From an optimization exercise on the open Yosys and OpenROAD flow, aimed at small area; shortcuts taken in it are not production practice.
The RTL was checked by simulation tests, not by an equivalence proof against the original design.
The flow treats the clock pin as an ideal source. Dropping or thinning the clock tree relies on that and would not hold on a real chip.
Power and IR drop assume default switching activity.

// chasi
module chasi(
    input clk,
    input reset,
    input w_button2, w_button3, w_button4,
    output [6:0] ss1, ss3, ss4, ss5, ss6, ss7, ss8
);
==> flow/config.mk <==
export PLATFORM = sky130hd
export DESIGN_NAME = chasi
export DESIGN_NICKNAME = chasi
export VERILOG_FILES = /design/flow/design.v
export SDC_FILE = /design/flow/constraint.sdc
export NUM_CORES = 4
export LEC_CHECK = 0
export ABC_AREA = 1
export CAP_MARGIN = 20
export CORE_MARGIN = 2
export CORE_UTILIZATION = 70
export SLEW_MARGIN = 20
==> flow/constraint.sdc <==
create_clock -name core_clock -period 10.0 [get_ports {clk}]
set_input_delay 2.0000 -clock core_clock [delete_from_list [all_inputs] [get_ports {clk}]]
set_output_delay 2.0000 -clock core_clock [all_outputs]
set_load 0.01 [all_outputs]
standard.sh (not shown) runs the stock make flow with config.mk's settings and CLKGATE_MAP_FILE= SYNTH_SCRIPT=/design/flow/synth_recipe.tcl, a recipe that flattens the netlist after the stock synthesis.
==> flow/flow/run.sh <==
#!/bin/bash
# Own layout flow: the standard flow (standard.sh) with three changes that only make the
# layout smaller:
#  - synthesis is the standard flow's own synthesis script, except that ABC maps with flow/abc.script
#    (area-oriented mapping, no delay-driven buffering or upsizing);
#  - ports are buffered with sky130_fd_sc_hd__buf_1 instead of the default buffer cell;
#  - after clock tree synthesis, flow/post_cts.tcl (POST_CTS_TCL) replaces the clock tree with
#    four buffers fed from the clock port, each driving a cluster of flip-flops
#    (flow/clock_tree.tcl).
# Each tool's full output goes to the log files of ORFS (orfs/logs/...) and to make.log here.
set -euo pipefail
W=$PWD
cat > "$W/own_synth.tcl" <<EOF
proc abc {args} {
  set i [lsearch -exact \$args -script]
  if { \$i >= 0 } { lset args [expr { \$i + 1 }] $W/flow/abc.script }
  yosys abc {*}\$args
}
source $W/synth_recipe.tcl
EOF
CTS="-sink_clustering_enable -repair_clock_nets -dont_use_dummy_load"
bash "$W/standard.sh" \
  "SYNTH_SCRIPT=$W/own_synth.tcl" \
  "BUFFER_PORTS_ARGS=-buffer_cell sky130_fd_sc_hd__buf_1" \
  "CTS_ARGS=$CTS" \
  "POST_CTS_TCL=$W/flow/post_cts.tcl" \
  finish > "$W/make.log" 2>&1
==> flow/flow/clock_tree.tcl <==
# Build a two-level clock tree by hand: K leaf buffers, each driving a cluster of the flip-flops
# (k-means on their positions), fed either straight from the clock port or from one root buffer.
proc out_iterm { inst } {
  foreach it [$inst getITerms] {
    if { [$it isOutputSignal] } { return $it }
  }
  error "no output on [$inst getName]"
}
proc build_tree { K leaf_master root_master } {
  set block [ord::get_db_block]
  set db [ord::get_db]
  set clknet [$block findNet clk]
  set sinks {}
  foreach it [$clknet getITerms] {
    set i [$it getInst]
    set bb [$i getBBox]
    lappend sinks [list $it [expr {([$bb xMin] + [$bb xMax]) / 2}] [expr {([$bb yMin] + [$bb yMax]) / 2}]]
  }
  set n [llength $sinks]
  # initial centres: sinks sorted by x, evenly spaced
  set sorted [lsort -integer -index 1 $sinks]
  set cx {}; set cy {}
  for {set k 0} {$k < $K} {incr k} {
    set s [lindex $sorted [expr {int(($k + 0.5) * $n / $K)}]]
    lappend cx [lindex $s 1]; lappend cy [lindex $s 2]
  }
  for {set iter 0} {$iter < 30} {incr iter} {
    set asg {}
    foreach s $sinks {
      set best 0; set bd 1e30
      for {set k 0} {$k < $K} {incr k} {
        set d [expr {abs([lindex $s 1] - [lindex $cx $k]) + abs([lindex $s 2] - [lindex $cy $k])}]
        if {$d < $bd} { set bd $d; set best $k }
      }
      lappend asg $best
    }
    set nx {}; set ny {}
    for {set k 0} {$k < $K} {incr k} {
      set sx 0; set sy 0; set c 0
      foreach s $sinks a $asg { if {$a == $k} { set sx [expr {$sx + [lindex $s 1]}]; set sy [expr {$sy + [lindex $s 2]}]; incr c } }
      if {$c > 0} { lappend nx [expr {$sx / $c}]; lappend ny [expr {$sy / $c}] } else { lappend nx [lindex $cx $k]; lappend ny [lindex $cy $k] }
    }
    set cx $nx; set cy $ny
  }
  set lm [$db findMaster $leaf_master]
  if {$root_master ne "none"} {
    set rm [$db findMaster $root_master]
    set rnet [odb::dbNet_create $block clknet_root]
    $rnet setSigType CLOCK
    set rinst [odb::dbInst_create $block $rm clkbuf_root]
    set sx 0; set sy 0
    foreach x $cx y $cy { set sx [expr {$sx + $x}]; set sy [expr {$sy + $y}] }
    $rinst setLocation [expr {$sx / $K}] [expr {$sy / $K}]
    $rinst setPlacementStatus PLACED
    [$rinst findITerm A] connect $clknet
    [out_iterm $rinst] connect $rnet
    set feed $rnet
  } else {
    set feed $clknet
  }
  for {set k 0} {$k < $K} {incr k} {
    set net [odb::dbNet_create $block clknet_leaf_$k]
    $net setSigType CLOCK
    set inst [odb::dbInst_create $block $lm clkbuf_leaf_$k]
    $inst setLocation [expr {int([lindex $cx $k])}] [expr {int([lindex $cy $k])}]
    $inst setPlacementStatus PLACED
    foreach s $sinks a $asg {
      if {$a == $k} { set it [lindex $s 0]; $it disconnect; $it connect $net }
    }
    [$inst findITerm A] connect $feed
    [out_iterm $inst] connect $net
  }
  set cnt {}
  for {set k 0} {$k < $K} {incr k} { set c 0; foreach a $asg { if {$a == $k} { incr c } }; lappend cnt $c }
  puts "clock tree: $K leaves ($leaf_master), fanouts $cnt, root $root_master"
}

# Take out the clock tree that clock_tree_synthesis built (its buffers and their nets) and put
# every flip-flop clock pin back on the clock port's net.
proc remove_clock_tree { } {
  set block [ord::get_db_block]
  set clknet [$block findNet clk]
  set bufs {}
  set nets {}
  set sinks {}
  set todo [list $clknet]
  while { [llength $todo] } {
    set net [lindex $todo 0]
    set todo [lrange $todo 1 end]
    foreach it [$net getITerms] {
      if { [$it isOutputSignal] } { continue }
      set inst [$it getInst]
      set m [[$inst getMaster] getName]
      if { [regexp {__(clk)?buf_[0-9]+$} $m] } {
        lappend bufs $inst
        set o [out_iterm $inst]
        set onet [$o getNet]
        if { $onet ne "NULL" } { lappend nets $onet; lappend todo $onet }
      } else {
        lappend sinks $it
      }
    }
  }
  foreach it $sinks {
    if { [$it getNet] ne $clknet } { $it disconnect; $it connect $clknet }
  }
  foreach inst $bufs { odb::dbInst_destroy $inst }
  foreach net $nets { odb::dbNet_destroy $net }
  puts "removed [llength $bufs] clock buffers, [llength $sinks] clock sinks back on clk"
}
==> flow/flow/post_cts.tcl <==
# POST_CTS_TCL hook: replace the clock tree with a smaller one of the same shape (one level of
# buffers, each driving a cluster of nearby flip-flops, all fed from the clock port), then
# legalise the new buffers.
source [file join [file dirname [info script]] clock_tree.tcl]
remove_clock_tree
build_tree 4 sky130_fd_sc_hd__buf_6 none
detailed_placement
estimate_parasitics -placement
report_clock_skew
Other scripts of this flow, unchanged in this note and not shown: flow/flow/abc.script
Next try:
- CORE_UTILIZATION: 70 -> 40
Outcome: Final cell count came out higher by a little under a tenth; synthesized area is unchanged; synthesized cell count stays the same; global-route usage is lower by 12 points; total power grows slightly; hold slack got worse by 4.7 ps; clock power came out higher slightly; sequential share of layout area is lower by 0.57 points.
Next try:
--- a/flow/flow/clock_tree.tcl
+++ b/flow/flow/clock_tree.tcl
@@ -8,3 +8,3 @@
 }
-proc build_tree { K leaf_master root_master } {
+proc build_tree { K leaf_master root_master {small_master ""} {small_max 0} } {
   set block [ord::get_db_block]
@@ -61,5 +61,9 @@
   for {set k 0} {$k < $K} {incr k} {
+    set c 0
+    foreach a $asg { if {$a == $k} { incr c } }
+    set m $lm
+    if { $small_master ne "" && $c <= $small_max } { set m [$db findMaster $small_master] }
     set net [odb::dbNet_create $block clknet_leaf_$k]
     $net setSigType CLOCK
-    set inst [odb::dbInst_create $block $lm clkbuf_leaf_$k]
+    set inst [odb::dbInst_create $block $m clkbuf_leaf_$k]
     $inst setLocation [expr {int([lindex $cx $k])}] [expr {int([lindex $cy $k])}]
--- a/flow/flow/post_cts.tcl
+++ b/flow/flow/post_cts.tcl
@@ -5,3 +5,3 @@
 remove_clock_tree
-build_tree 4 sky130_fd_sc_hd__buf_6 none
+build_tree 4 sky130_fd_sc_hd__buf_6 none sky130_fd_sc_hd__buf_4 12
 detailed_placement
- CORE_UTILIZATION: 40 -> 70
Effect:
- final area goes down slightly
- register-to-register slack got worse by 30 ps
- via count goes up slightly
- power goes down slightly
- global-route usage goes up by 11 points
- sequential share of layout area goes up by 0.70 points
Next try:
--- a/flow/flow/clock_tree.tcl
+++ b/flow/flow/clock_tree.tcl
@@ -8,3 +8,3 @@
 }
-proc build_tree { K leaf_master root_master {small_master ""} {small_max 0} } {
+proc build_tree { K leaf_master root_master } {
   set block [ord::get_db_block]
@@ -61,9 +61,5 @@
   for {set k 0} {$k < $K} {incr k} {
-    set c 0
-    foreach a $asg { if {$a == $k} { incr c } }
-    set m $lm
-    if { $small_master ne "" && $c <= $small_max } { set m [$db findMaster $small_master] }
     set net [odb::dbNet_create $block clknet_leaf_$k]
     $net setSigType CLOCK
-    set inst [odb::dbInst_create $block $m clkbuf_leaf_$k]
+    set inst [odb::dbInst_create $block $lm clkbuf_leaf_$k]
     $inst setLocation [expr {int([lindex $cx $k])}] [expr {int([lindex $cy $k])}]
--- a/flow/flow/post_cts.tcl
+++ b/flow/flow/post_cts.tcl
@@ -5,3 +5,3 @@
 remove_clock_tree
-build_tree 4 sky130_fd_sc_hd__buf_6 none sky130_fd_sc_hd__buf_4 12
+build_tree 4 sky130_fd_sc_hd__buf_4 none
 detailed_placement
=> Via count drops by about 2%. Fmax climbs by about 0.6%. Wire length goes down by about 3%. First-iteration DRC count fell by about 3.4%. Setup slack improved by 28 ps. Sequential share of layout area climbs by 0.13 points. Combinational power barely changes. Core utilization went down by 0.24 points. Clock skew decreases by 3.9 ps.
In every run of this note, the design's own scripts or RTL, not TritonCTS, make the clock network.

-- static timing again, ports no longer ideal --
How much do the figures lean on ideal ports? The routed layouts below were timed once more, with nothing changed but the port constraints. Step 1, drivers: a clkbuf_16 drives clk and a buf_2 each remaining input, both assumed. Step 2 also shifts input and output timing later by t, the mid clock arrival at the registers, as if the neighbouring blocks saw the same clock. Three values: ideal, step 1, step 2; two values: the first two.
| run | t, ns | setup WS [ns] | worst setup path after step 2 | latest minus earliest clock arrival (ns) |
|---|---|---|---|---|
| the first run | 0.169 | 5.630 / 5.658 / 5.489 | input to register | 0.016 / 0.017 |
| the second run | 0.173 | 5.589 / 5.620 / 5.447 | input to register | 0.022 / 0.023 |
| the third run | 0.179 | 5.608 / 5.632 / 5.452 | input to register | 0.023 / 0.023 |
| the fourth run | 0.191 | 5.636 / 5.654 / 5.464 | input to register | 0.019 / 0.019 |
After both steps every run listed still meets setup and hold. The setup slack of the fourth run, which loses most, moves by +0.018 ns with the drivers and by -0.172 ns with both steps.
